Source: an optimization exercise on an open RTL-to-GDS flow (aim: a short achievable clock period and few clock cycles). Production flows keep margins and buffers that such runs may drop. Function was checked by simulation only, so behaviour that the tests miss may differ from the original. Power and IR drop assume default switching activity.

--- design/flow/config.mk ---
export PLATFORM = sky130hd
export DESIGN_NAME = SingleCycleMIPS
export DESIGN_NICKNAME = SingleCycleMIPS
export VERILOG_FILES = /design/flow/design.v
export SDC_FILE = /design/flow/constraint.sdc
export NUM_CORES = 8
export LEC_CHECK = 0
export ABC_CLOCK_PERIOD_IN_PS = 3000
export CAP_MARGIN = 20
export CORE_MARGIN = 2
export CORE_UTILIZATION = 35
export SLEW_MARGIN = 20
--- design/flow/constraint.sdc ---
create_clock -name core_clock -period 13.0 [get_ports {clk}]
set_input_delay 2.6000 -clock core_clock [delete_from_list [all_inputs] [get_ports {clk}]]
set_output_delay 2.6000 -clock core_clock [all_outputs]
set_load 0.01 [all_outputs]
--- design/flow/design.v ---
module SingleCycleMIPS(clk,
                       rst_n,
                       IR_addr,
                       IR,
                       ReadDataMem,
                       CEN,
                       WEN,
                       A,
                       Data2Mem,
                       OEN);
input         clk, rst_n;
input  [31:0] IR;
output [31:0] IR_addr;
input  [31:0] ReadDataMem;
output        CEN;
output        WEN;
output  [6:0] A;
output [31:0] Data2Mem;
output        OEN;
localparam NB = 16;              
localparam NBL = 4;              
integer i;
reg rst_q;
always @(posedge clk) rst_q <= rst_n;
reg  [31:0] pc;
reg  [31:0] ir_d, pc_d, pc4_d, ptgt_d;
reg         v_d, ptk_d;
reg  [NB-1:0] bhit_d;
reg         v_e, wr_e, ld_e, br_e, bne_e, jr_e, ctl_e, ptk_e;
reg  [4:0]  dst_e;
reg  [31:0] a_e, b_e, pc_e, pc4_e, tgt_e, ptgt_e;
reg  [6:0]  op_e;                        
reg  [NB-1:0] bhit_e;
reg         wr_w, ld_w;
reg  [4:0]  dst_w;
reg  [31:0] res_w, ld_data_w;
reg  [31:0] REG [0:31];
reg  [31:0] ra_p;                        
reg         cen_r, wen_r, oen_r;
reg  [6:0]  a_r;
reg  [31:0] d2m_r;
reg          bv   [0:NB-1];
reg  [31:0]  btag [0:NB-1];
reg  [31:0]  btgt [0:NB-1];
reg  [1:0]   bctr [0:NB-1];
reg  [NBL-1:0] brep;
reg           u_v, u_tk, u_jr;
reg  [NB-1:0] u_hit;
reg  [31:0]   u_pc, u_tgt;
assign IR_addr  = pc;
assign CEN      = cen_r;
assign WEN      = wen_r;
assign OEN      = oen_r;
assign A        = a_r;
assign Data2Mem = d2m_r;
wire [31:0] pc4 = pc + 32'd4;
reg  [NB-1:0] f_hit;
reg  [NB-1:0] f_tk;
reg  [31:0]   f_tgt;
always @(*) begin
    f_tgt = 32'd0;
    for (i = 0; i < NB; i = i + 1) begin
        f_hit[i] = bv[i] && (btag[i] == pc);
        f_tk[i]  = f_hit[i] && bctr[i][1];
        f_tgt    = f_tgt | ({32{f_tk[i]}} & btgt[i]);
    end
end
wire f_ptk = |f_tk;
wire          alloc = u_v && u_tk && !(|u_hit);
wire [NB-1:0] amask = {NB{alloc}} & ({{(NB-1){1'b0}}, 1'b1} << brep);
wire [31:0] x = a_e;
wire [31:0] y = b_e;
wire        sub = op_e[1] | op_e[4];
wire [31:0] sum = x + (sub ? ~y : y) + {31'd0, sub};
wire [31:0] alu = ({32{op_e[0] | op_e[1]}} & sum)
                | ({32{op_e[2]}} & (x & y))
                | ({32{op_e[3]}} & (x | y))
                | ({32{op_e[4]}} & {31'd0, sum[31]})
                | ({32{op_e[5]}} & (x << y[4:0]))
                | ({32{op_e[6]}} & (x >> y[4:0]));
wire        e_brtk = (x == y) ^ bne_e;
wire        e_tk   = br_e ? e_brtk : ctl_e;
wire [31:0] e_tgt  = jr_e ? x : tgt_e;
wire        mis    = v_e && (br_e ? (e_brtk != ptk_e) : jr_e ? (x != ptgt_e) : 1'b0);
wire [31:0] e_npc  = jr_e ? x : e_brtk ? tgt_e : pc4_e;
wire [5:0]  op = ir_d[31:26];
wire [4:0]  rs = ir_d[25:21];
wire [4:0]  rt = ir_d[20:16];
wire [4:0]  rd = ir_d[15:11];
wire [4:0]  sh = ir_d[10:6];
wire [5:0]  fn = ir_d[5:0];
wire [31:0] simm = {{16{ir_d[15]}}, ir_d[15:0]};
wire is_r   = (op == 6'h00);
wire is_jr  = is_r && (fn == 6'h08);
wire is_sh  = is_r && (fn == 6'h00 || fn == 6'h02);
wire is_alu = is_r && !is_jr;
wire is_addi= (op == 6'h08);
wire is_lw  = (op == 6'h23);
wire is_sw  = (op == 6'h2b);
wire is_beq = (op == 6'h04);
wire is_bne = (op == 6'h05);
wire is_br  = is_beq || is_bne;
wire is_j   = (op == 6'h02);
wire is_jal = (op == 6'h03);
wire is_jmp = is_j || is_jal;
wire is_ctl = is_br || is_jmp || is_jr;
wire        d_wr  = is_alu || is_addi || is_lw || is_jal;
wire [4:0]  d_dst = is_alu ? rd : is_jal ? 5'd31 : rt;
wire [31:0] val_w = ld_w ? ld_data_w : res_w;
wire [31:0] rs_v = (wr_w && dst_w == rs) ? val_w : REG[rs];
wire [31:0] rt_v = (wr_w && dst_w == rt) ? val_w : REG[rt];
wire e_s = v_e && wr_e && (dst_e == rs);
wire e_t = v_e && wr_e && (dst_e == rt);
wire [4:0]  sa   = is_sh ? rt : rs;
wire        e_a  = v_e && wr_e && (dst_e == sa);
wire [31:0] av   = e_a ? (ld_e ? ReadDataMem : alu) : (is_sh ? rt_v : rs_v);
wire [31:0] bv_  = e_t ? (ld_e ? ReadDataMem : alu) : rt_v;
wire        stall = v_d && (is_lw || is_sw) && e_s && !ld_e;
wire [31:0] base = e_s ? ReadDataMem : rs_v;
wire [8:0]  addr = base[8:0] + simm[8:0];
wire        go   = v_d && !mis && !stall;
wire        st_tk = (rs == rt) ? is_beq : (ir_d[15] || is_bne);
wire [31:0] btg  = pc4_d + {simm[29:0], 2'b00};
wire [31:0] jtg  = {pc_d[31:28], ir_d[25:0], 2'b00};
wire        d_rd = go && (ptk_d ? !is_ctl : (is_jmp || is_jr || (is_br && st_tk)));
wire [31:0] d_npc = is_jmp ? jtg : is_br ? btg : is_jr ? ra_p : pc4_d;
wire [31:0] npc = mis ? e_npc : stall ? pc : d_rd ? d_npc : f_ptk ? f_tgt : pc4;
always @(posedge clk) begin
    if (!stall) begin
        ir_d   <= IR;
        pc_d   <= pc;
        pc4_d  <= pc4;
        ptk_d  <= f_ptk;
        ptgt_d <= f_tgt;
    end
    bhit_d <= (stall ? bhit_d : f_hit) & ~amask;
    wr_e   <= d_wr;
    ld_e   <= is_lw;
    br_e   <= is_br;
    bne_e  <= is_bne;
    jr_e   <= is_jr;
    ctl_e  <= is_ctl;
    ptk_e  <= ptk_d || (is_br ? st_tk : (is_jmp || is_jr));
    ptgt_e <= ptk_d ? ptgt_d : ra_p;
    tgt_e  <= is_jmp ? jtg : btg;
    pc_e   <= pc_d;
    pc4_e  <= pc4_d;
    bhit_e <= bhit_d & ~amask;
    dst_e  <= d_dst;
    a_e    <= is_jal ? pc4_d : av;
    b_e    <= is_addi ? simm : is_sh ? {27'd0, sh} : is_jal ? 32'd0 : bv_;
    op_e   <= {is_alu && fn == 6'h02,
               is_alu && fn == 6'h00,
               is_alu && fn == 6'h2a,
               is_alu && fn == 6'h25,
               is_alu && fn == 6'h24,
               is_alu && fn == 6'h22,
               (is_alu && fn == 6'h20) || is_addi || is_jal};
    a_r    <= addr[8:2];
    d2m_r  <= bv_;
    ld_w      <= ld_e;
    dst_w     <= dst_e;
    res_w     <= alu;
    ld_data_w <= ReadDataMem;
    u_tk  <= e_tk;
    u_jr  <= jr_e;
    u_hit <= bhit_e & ~amask;
    u_pc  <= pc_e;
    u_tgt <= e_tgt;
    if (!rst_n) begin
        pc    <= 32'd0;
        v_d   <= 1'b0;
        v_e   <= 1'b0;
        wr_w  <= 1'b0;
        u_v   <= 1'b0;
        cen_r <= 1'b1;
        wen_r <= 1'b1;
        oen_r <= 1'b0;
    end else begin
        pc    <= npc;
        v_d   <= mis ? 1'b0 : stall ? 1'b1 : !d_rd;
        v_e   <= go;
        wr_w  <= v_e && wr_e;
        u_v   <= v_e && ctl_e;
        cen_r <= !(go && (is_lw || is_sw));
        wen_r <= !(go && is_sw);
        oen_r <= go && is_sw;
    end
end
always @(posedge clk) begin
    if (!rst_q) begin
        for (i = 0; i < 32; i = i + 1) REG[i] <= 32'd0;
        for (i = 0; i < NB; i = i + 1) bv[i] <= 1'b0;
        brep <= {NBL{1'b0}};
        ra_p <= 32'd0;
    end else begin
        if (wr_w) REG[dst_w] <= val_w;
        if (v_d && is_jal) ra_p <= pc4_d;
        if (u_v) begin
            for (i = 0; i < NB; i = i + 1) begin
                if (u_hit[i]) begin
                    bctr[i] <= u_tk ? (bctr[i] == 2'd3 ? 2'd3 : bctr[i] + 2'd1)
                                    : (bctr[i] == 2'd0 ? 2'd0 : bctr[i] - 2'd1);
                    if (u_jr) btgt[i] <= u_tgt;
                end
            end
            if (alloc) begin
                bv[brep]   <= 1'b1;
                btag[brep] <= u_pc;
                btgt[brep] <= u_tgt;
                bctr[brep] <= 2'd2;
                brep       <= brep + 1'b1;
            end
        end
    end
end
endmodule
--- design/flow/flow/run.sh ---
#!/bin/bash
set -euo pipefail
export SETUP_SLACK_MARGIN=9.5
bash standard.sh finish > flow.log 2>&1
--- design/flow/standard.sh ---
#!/bin/bash
# synth_recipe.tcl (not shown) runs the flow's synth.tcl, then flattens the netlist and writes it again
# the make line also repeats each setting of config.mk as NAME=value (left out here)
make -C /OpenROAD-flow-scripts/flow DESIGN_CONFIG=/design/flow/config.mk WORK_HOME=/design/flow/orfs CLKGATE_MAP_FILE= SYNTH_SCRIPT=/design/flow/synth_recipe.tcl "${@:-finish}"
==> flow_metrics.env <==
export IMPL_status="complete, no violations"
export IMPL_dp_hpwl_um=291000
export IMPL_post_route_period_util_pct=32.4
export IMPL_fin_hold_ws_ns=0.284
export IMPL_period_needed_ns=4.21
export IMPL_p_leak_nw=55.0
export IMPL_largest_register_ffs=1024
export IMPL_worst_clock_skew_ns=0.0819
export IMPL_power_share_clock_pct=40.5
export IMPL_postPlaceCellArea_mm2=0.134
export IMPL_seqPwrFrac_pct=47.8
export IMPL_synth_edff_count=2175
export IMPL_p_int_mw=15.5
export IMPL_hold_viol_final=0
export IMPL_grt_usage_pct=28.4
export IMPL_cellPowerDensity_mw_per_mm2=134
export IMPL_hold_class="flop to flop"
export IMPL_setup_tns_final_ns=0
export IMPL_synthCells=9281
export IMPL_clk_pin_slew_worst_paths_ns=0.07
export IMPL_wl_um=536000
export IMPL_yosysUniqueCellTypes=98
export IMPL_clock_path_buffers=4
export IMPL_total_power_mw=20.8
export IMPL_cts_tree="built"
export IMPL_p_sw_share_pct=25.3
export IMPL_slew_violations=0
export IMPL_crit_buf_inv=3
export IMPL_drv_cap=0
export IMPL_reg_top3="REG (1024), btag (512), btgt (512)"
export IMPL_crit_required_ns=10.40
export IMPL_yosys_register_bits=2741
export IMPL_cp_cell_sequence="buf_12, buf_16, buf_6"
export IMPL_async_flop_share_pct=0
export IMPL_comb_power_share_pct=11.7
export IMPL_num_vias=93300
export IMPL_yosysSeqAreaShare_pct=60.6
export IMPL_die_h_um=605
export IMPL_fillers=31800
export IMPL_ys_flop_type="edfxtp_1"
export IMPL_vias_per_cell=6.23
export IMPL_grt_pass1_wl_um=722000
export IMPL_dp_cells=13800
export IMPL_cts_buffers=293
export IMPL_wire_per_inst_um=35.8
export IMPL_worst_setup_path_type="flop to primary output"
export IMPL_drc=0
export IMPL_synth_fp_nets=9487
export IMPL_ys_warnings_count=1
export IMPL_grt_antenna_before_repair=34
export IMPL_grt_max_degree=92
export IMPL_syn_avg_cell_area_um2=13.6
export IMPL_max_freq_mhz=237
export IMPL_nets=10200
export IMPL_cp_top_family="buffers and inverters"
export IMPL_cts_htree_levels=5
export IMPL_die_x_um=605
export IMPL_start_util_pct=35.2
export IMPL_synthesis_area_mm2=0.126
export IMPL_drive_gt1_share_pct=28.5
export IMPL_port_buffers=139
export IMPL_rsz0062_at_grt="true"
export IMPL_tightest_slew_ns=1.29
export IMPL_crit_fanout=3
export IMPL_syn_to_final_growth_pct=23.1
export IMPL_finalWeightedCongestion=0.926
export IMPL_clk_latency_ns=0.91
export IMPL_largest_register="REG"
export IMPL_first_pass_iters=9
export IMPL_rows=220
export IMPL_cts_root_buffer="clkbuf_16"
export IMPL_ir_drop_mv=0.102
export IMPL_drtIter0Drc=15200
export IMPL_grt_overflow=0
export IMPL_maxSlewHeadroom_pct=14.2
export IMPL_cp_arrival_ns=1.61
export IMPL_die_area_mm2=0.366
export IMPL_start_kind="flop"
export IMPL_critPathCaptureType="primary output"
export IMPL_yosysTopAreaCell="edfxtp_1"
export IMPL_grt_pass1_vias=89100
export IMPL_slowest_stage="dfxtp_2"
export IMPL_coreArea_mm2=0.359
export IMPL_layoutNonFillerInstCount=15000
export IMPL_synth_area_leaders="edfxtp_1 52%, mux4_2 12%, dfxtp_1 9.0%"
export IMPL_yosysTopAreaCellShare_pct=51.7
export IMPL_cts_hold_buffers_added=0
export IMPL_postLayoutCellArea_mm2=0.156
export IMPL_io_pins=140
export IMPL_p_sw_mw=5.27
export IMPL_setup_violations=0
export IMPL_max_stage_delay_ns=0.33
export IMPL_cts_sinks=2741
export IMPL_ant_nets=0
==> through the flow <==
stage	util, %	worst slack (ns)
floorplan	-	8.86
global placement	37.3	7.56
detailed placement	37.3	7.69
CTS	42.6	8.78
global route	43.3	8.78
finish	43.3	8.79
==> final timing paths <==
kind	endpoint	from	depth (start not counted)	slack, ns
worst max-delay path	IR_addr[0]	pc[0]	3	8.79
worst min-delay path	u_pc[30]	pc_e[30]	0	0.28
worst max register to register	b_e[29]	op_e[1]	19	9.00
worst min register to register	u_pc[30]	pc_e[30]	0	0.28
==> kinds of logic after synthesis <==
family	share of synthesized area, %
AOI/OAI and AO/OA	6.67
adders and majority gates	1.40
buffers and inverters	3.08
DFF	60.6
and+or+nand+nor	9.38
xor gates and xnor gates	4.51
muxes	14.4
==> repair_timing <==
action | CTS | global route
buffers inserted | 452 | 115
pin swaps | 180 | 208
gates resized for setup | 1244 | 356
cloned | 71 | 7
setup endpoints to repair | 829 | 806
==> per-layer routing <==
metal  track usage (%)  vias up  routed length, µm
met1              36.5    47600             189000
li1                  -    36400                  -
met5             0.118        -                178
met2              42.4     7640             230000
met4              17.6       20              42100
met3              7.96     1688              75100
==> layout by cell type, fill, tap and decap left out, types with 100 or more instances in the layout <==
cell | synthesis | layout
dfxtp_1 | 566 | 453
ha_1 | 138 | 124
mux4_2 | 697 | 697
o21ai_0 | 283 | 222
buf_4 | 39 | 547
a21oi_1 | 229 | 173
buf_12 | 0 | 149
nor2_1 | 1315 | 1290
xnor2_1 | 220 | 209
inv_1 | 192 | 185
edfxtp_1 | 2175 | 2175
a22oi_1 | 162 | 156
xor2_1 | 429 | 422
clkbuf_16 | 0 | 313
buf_6 | 15 | 188
nand4_1 | 100 | 100
nand2_1 | 630 | 541
==> cell usage after synthesis (138+ instances only) <==
master    number
a21oi_1      229
a22oi_1      162
clkbuf_1     480
dfxtp_1      566
edfxtp_1    2175
ha_1         138
inv_1        192
mux2i_1      153
mux4_2       697
nand2_1      630
nor2_1      1315
o21ai_0      283
xnor2_1      220
xor2_1       429
==> final cells by class <==
class / instances / area (µm²) / share of cell area, %
Antenna cell: 32 / 80.1 / 0.0514
Clock buffer: 406 / 8340 / 5.36
Timing Repair inverter: 1 / 8.76 / 0.00563
Clock inverter: 120 / 1100 / 0.707
Timing Repair Buffer: 1084 / 13000 / 8.38
Tap cell: 4773 / 5970 / 3.84
Sequential cell: 2741 / 77000 / 49.5
Inverter: 201 / 826 / 0.531
Multi-Input combinational cell: 5626 / 49300 / 31.7
==> power groups by stage <==
stage	logic (mW)	clock network (mW)	registers [mW]
after floorplan	1.21	0	9.98
after global placement	1.90	0	10.1
after detailed placement	1.91	0	10.1
after CTS	2.23	8.42	9.93
after global routing	2.49	8.76	9.96
final	2.43	8.42	9.94
==> worst reg2reg max path: stages, from the launching register on <==
cell and delay, ns:
dfxtp_4 0.37, nor2_4 0.19, buf_12 0.14, buf_16 0.15, xnor2_4 0.09, ha_2 0.18, or3_4 0.34, a31oi_4 0.24
nor4b_4 0.08, buf_4 0.17, o311ai_4 0.27, buf_6 0.16, buf_12 0.09, a21oi_4 0.08, nor3_4 0.31, mux2i_2 0.31
a2111oi_4 0.10, buf_4 0.20, a21o_1 0.20, o211ai_1 0.25
Testbench counts, summed over its fixed seeds: cycles 157,043.

-- afterwards: timing with drivers on the ports --
Ports are ideal in the flow. The routed layout listed here was re-timed in OpenROAD. Step 1: set_driving_cell puts a clkbuf_16 on clk and a buf_2 on each other input, an assumption about the parent block. Step 2 adds t to the input delays and takes it off the output delays; t is the mean of the earliest and latest rising clock arrival at the registers after step 1. Input paths then give back, and output paths get back, about the clock's delay inside the block. a / b / c = ideal / step 1 / step 2; a / b = the first two.
shift t [ns]: 0.985
setup slack, ns: 8.789 / 8.679 / 8.058
pins driven straight from the clock port: 1
After both steps setup and hold are still met in this run. For this run, drivers alone change the setup slack by -0.110 ns; drivers and shift together by -0.731 ns.
